Source: an optimization exercise on an open RTL-to-GDS flow (aim: small area). Production flows keep margins and buffers that such runs may drop.
Function was checked by simulation only, so behaviour that the tests miss may differ from the original.
No activity file was given, so power comes from the tool's default toggle rates.

## run B
==> flow/design.v <==
module t11_cpu(
  input         clk,
  input         reset,
  output [15:0] addr,
  input  [15:0] din,
  output [15:0] dout,
  output        wr_n
);
localparam F0 = 5'd0;   
localparam F1 = 5'd1;   
localparam F2 = 5'd2;   
localparam J0 = 5'd3;   
localparam N2 = 5'd4;   
localparam B0 = 5'd5;   
localparam B1 = 5'd6;
localparam B2 = 5'd7;
localparam B3 = 5'd8;   
localparam B4 = 5'd9;
localparam B5 = 5'd10;  
localparam PS = 5'd11;  
localparam D1 = 5'd12;  
localparam PD = 5'd13;  
localparam S0 = 5'd16;
localparam T0 = 5'd20;
reg [127:0] RF;         
reg [15:0]  W1, IR, DI;
reg         Z;
reg [4:0]   st;
wire       i6 = IR[15];
wire [2:0] i5 = IR[14:12];
wire [2:0] i4 = IR[11:9];
wire [2:0] i3 = IR[8:6];
wire [2:0] i2 = IR[5:3];
wire [2:0] i1 = IR[2:0];
wire rt   = st[4];
wire dst  = st[2];
wire [1:0] step = st[1:0];
wire src  = rt & ~dst;
wire dstr = rt & dst;
wire [2:0] smode = i5 == 3'd0 ? i2 : i5 == 3'd1 ? i4 : {i5[1:0], 1'b0};
wire [2:0] mode  = dst ? i2 : smode;
wire m0   = mode == 3'd0;
wire m1   = mode == 3'd1;
wire m24  = mode == 3'd2 || mode == 3'd4;    
wire m35  = mode == 3'd3 || mode == 3'd5;    
wire mdec = mode[2];                          
wire m67  = mode[2] & mode[1];
wire s_addr_r  = (st == F0) | (rt & step == 2'd0 & ~m0 & ~m67);
wire s_addr_di = rt & step == 2'd1 & m35;
wire s_wr      = dstr & ((step == 2'd0 & (m1 | m24)) | (step == 2'd1 & m35));
wire s_w1_rd   = src & step == 2'd0 & m0;                        
wire s_w1_di   = src & ((step == 2'd1 & (m1 | m24)) | (step == 2'd2 & m35));
wire s_incdec  = rt & ((step == {~dst, dst} & m24) | (step == {1'b1, ~dst} & m35));
wire s_t0      = dstr & step == 2'd0 & m0;                       
wire last      = rt & (m0 | m67 & step == 2'd0 | s_incdec | (m1 & step == {1'b0, ~dst}));
wire use_pc = (st == F0) | (st == F2) | (st == B5);
wire [2:0] ridx = ~rt ? 3'd7 : (dst | i5 == 3'd0) ? i1 : i3;
wire sel_w1 = (st == D1) | s_t0;
wire sel_di = s_addr_di | s_w1_di;
wire sel_rf = use_pc | s_addr_r | s_w1_rd | s_incdec;
wire sel_ps = reset & (st == J0);
reg [15:0] pc_rst;
always @(*)
  case (din[15:13])
    3'd0: pc_rst = 16'hc004;
    3'd1: pc_rst = 16'h8004;
    3'd2: pc_rst = 16'h4004;
    3'd3: pc_rst = 16'h2004;
    3'd4: pc_rst = 16'h1004;
    3'd5: pc_rst = 16'h0004;
    3'd6: pc_rst = 16'hf604;
    default: pc_rst = 16'hf404;
  endcase
reg [15:0] X;
integer k;
always @(*) begin
  X = ({16{sel_w1}} & W1) | ({16{sel_di}} & DI) | ({16{sel_ps}} & pc_rst);
  for (k = 0; k < 8; k = k + 1)
    X = X | ({16{sel_rf && ridx == k}} & RF[k*16 +: 16]);
end
wire w2 = ~i6 | (i1[2:1] == 2'b11);
wire sub = (s_incdec & mdec) | (st == D1) | (st == B5) | (st == B4);
wire [4:0] K = (st == B5) ? {IR[3:0], 1'b0} :
               (st == F2 | s_incdec) ? {3'b000, w2, ~w2} :
               (st == D1 | st == B4) ? 5'd1 : 5'd0;
wire [15:0] Kx = {11'd0, K} ^ {16{sub}};
reg [15:0] ALU;
reg [16:0] c;
integer b;
always @(*) begin
  c[0] = sub;
  for (b = 0; b < 16; b = b + 1) begin
    ALU[b] = X[b] ^ Kx[b] ^ c[b];
    c[b+1] = (X[b] & Kx[b]) | (c[b] & (X[b] ^ Kx[b]));
    if (b == 8)
      c[9] = sub ? (c[5] | (|X[8:5])) : (c[5] & (&X[8:5]));
    if (b == 12)
      c[13] = sub ? (c[9] | (|X[12:9])) : (c[9] & (&X[12:9]));
  end
end
assign addr = (s_addr_r | s_addr_di) ? X : 16'd0;
assign dout = W1;
assign wr_n = ~s_wr;
wire rf_we = ~reset & ((st == F2) | (st == B5) | s_incdec | s_t0);
wire [2:0] widx = use_pc ? 3'd7 : src ? i3 : i1;
integer r;
always @(posedge clk) begin
  for (r = 0; r < 8; r = r + 1) begin
    if ((rf_we && widx == r) || (reset && r == 7)) begin
      RF[r*16 +: 8] <= ALU[7:0];
      if (!i6 || reset) RF[r*16+8 +: 8] <= ALU[15:8];
    end
  end
end
wire w1_we = ~reset & (s_w1_rd | s_w1_di | (st == D1) | (st == B1) | (st == B4));
always @(posedge clk) begin
  if (w1_we) W1[7:0] <= ALU[7:0];
  if (w1_we & ~i6) W1[15:8] <= ALU[15:8];
end
always @(posedge clk) begin
  DI <= din;
  if (st == F1) IR[7:0] <= DI[7:0];
  if (st == F1 && !i6) IR[14:8] <= DI[14:8];
  if (reset) IR[15] <= 1'b0;
  else if (st == F1 && !i6) IR[15] <= DI[15];
end
always @(posedge clk) begin
  if (st == D1) Z <= W1 == 16'd1;    
  else if (st == B3) Z <= IR[3:0] == 4'd0 && (~i6 || W1[14:8] == 7'd0);
end
reg [4:0] nst;
always @(*) begin
  case (st)
    F0: nst = F1;
    F1: nst = F2;
    F2: nst = i5 == 3'd0 ? (i4 == 3'd0 ? F0 : i4 == 3'd1 ? B0 : i4 == 3'd5 ? PS : J0) :
              i5 == 3'd1 ? PS :
              (i5 == 3'd4 || i5 == 3'd5 || i5 == 3'd6) ? S0 : J0;
    N2: nst = J0;
    B0: nst = Z ? N2 : B1;
    B1: nst = B2;
    B2: nst = B3;
    B3: nst = B4;
    B4: nst = B5;
    B5: nst = J0;
    PS: nst = S0;
    D1: nst = PD;
    PD: nst = T0;
    default:
      if (rt) begin
        if (m67 && step == 2'd0) nst = F0;
        else if (last) nst = dst ? (i5 == 3'd1 ? N2 : J0) :
                                   (i5 == 3'd1 ? PD : i5 == 3'd0 ? D1 : J0);
        else nst = st + 5'd1;
      end else nst = F0;    
  endcase
end
always @(posedge clk)
  if (reset) st <= J0;
  else st <= nst;
endmodule
Settings: LEC_CHECK=0, ABC_AREA=1, CAP_MARGIN=20, CORE_MARGIN=2, CORE_UTILIZATION=40, SLEW_MARGIN=20; clock period 11.0 ns.
standard.sh (not shown) runs the stock make flow with config.mk's settings and CLKGATE_MAP_FILE= SYNTH_SCRIPT=/design/flow/synth_recipe.tcl, a recipe that flattens the netlist after the stock synthesis.
==> flow/flow/run.sh <==
#!/bin/bash
# The standard layout (standard.sh) with three changes:
#  - synthesis maps the logic with ABC's area-oriented mapper (flow/abc_area.script,
#    used through ABC_AREA=1 from a copy of the ORFS scripts folder); the synthesis
#    script itself and every register it makes are unchanged;
#  - ports are buffered with the smallest buffer (buf_1);
#  - CTS builds its tree from clkbuf_8 and adds no dummy loads.
set -e
cp standard.sh standard_sh_copy.log
rm -rf scripts_abc_area
cp -r "$FLOW_HOME/scripts" scripts_abc_area
cp flow/abc_area.script scripts_abc_area/abc_area.script
SCRIPTS_DIR="$PWD/scripts_abc_area" bash standard.sh synth > standard_synth.log 2>&1
export BUFFER_PORTS_ARGS="-buffer_cell sky130_fd_sc_hd__buf_1"
export CTS_ARGS="-sink_clustering_enable -repair_clock_nets -dont_use_dummy_load -buf_list sky130_fd_sc_hd__clkbuf_8"
bash standard.sh > standard_finish.log 2>&1
==> flow/flow/abc_area.script <==
strash; dch -f; amap; topo; stime -c
Run B completed end to end with timing, DRC and antenna clean.
The following lists how run K was set up differently from run B:
--- a/flow/design.v
+++ b/flow/design.v
@@ -86,15 +86,11 @@
 wire [15:0] Kx = {11'd0, K} ^ {16{sub}};
 reg [15:0] ALU;
-reg [16:0] c;
+reg c;
 integer b;
 always @(*) begin
-  c[0] = sub;
+  c = sub;
   for (b = 0; b < 16; b = b + 1) begin
-    ALU[b] = X[b] ^ Kx[b] ^ c[b];
-    c[b+1] = (X[b] & Kx[b]) | (c[b] & (X[b] ^ Kx[b]));
-    if (b == 8)
-      c[9] = sub ? (c[5] | (|X[8:5])) : (c[5] & (&X[8:5]));
-    if (b == 12)
-      c[13] = sub ? (c[9] | (|X[12:9])) : (c[9] & (&X[12:9]));
+    ALU[b] = X[b] ^ Kx[b] ^ c;
+    c = (X[b] & Kx[b]) | (c & (X[b] ^ Kx[b]));
   end
 end
[summary]
On met1 usage in global routing: run K sits below run B. On combinational fraction of design power: run K sits above run B. In the metrics for run B and run K, the one carrying the higher post-synthesis cell area is run B. The required time of the worst setup path in run K was lower than what run B gave. Run K has switching power total below what run B had. Relative slew slack: run K vs run B up 2.5 points. For flip-flop and latch count, run K and run B come out practically identical. Every stage of the flow completed for run B, and the final layout passed the timing, DRC and antenna checks. Having completed the whole flow, run K delivered a layout that passed the timing, DRC and antenna checks. Comparing the two runs side by side, run K comes out behind run B on register-to-register setup slack. Compared with run B, run K shows fraction of final layout cells with drive strength greater than 1 higher by 5.3 points. Run K — final instance area about 1.7% higher, run B as reference. Run K gives more final worst-path cycle share than run B did. Summary: with run B as the reference, leakage power in run K moved up by a few percent. Summary — total wire length after detailed routing, run K relative to run B: lower, by 0.37%. In run K, the count of buffering cells on the critical path with inverters included came out 1 above the value in run B.

## afterwards: timing with drivers on the ports
The flow's constraints put no driver on any port. The routed layouts listed below were extracted and timed again, unchanged, in two steps. Step 1 sets driving cells, clkbuf_16 on the clock port and buf_2 on the other inputs (assumed; they add their load-dependent delay and slew). Step 2 moves the port delays by t, midway between the first and last clock arrival at a register: inputs arrive t later, outputs are due t later. That takes back most of the time a late clock gives input paths. a / b / c = no drivers / after step 1 / after step 2; a / b = the first two.
| run | t, ns | setup slack, ns | worst hold slack (ns) | worst setup path after step 2 |
|---|---|---|---|---|
| run B | 0.492 | 2.562 / 2.562 / 2.562 | 0.446 / 0.446 / 0.446 | register to register |
| run K | 0.484 | 0.554 / 0.554 / 0.554 | 0.453 / 0.453 / 0.453 | register to register |
After both steps every run listed still meets setup and hold.
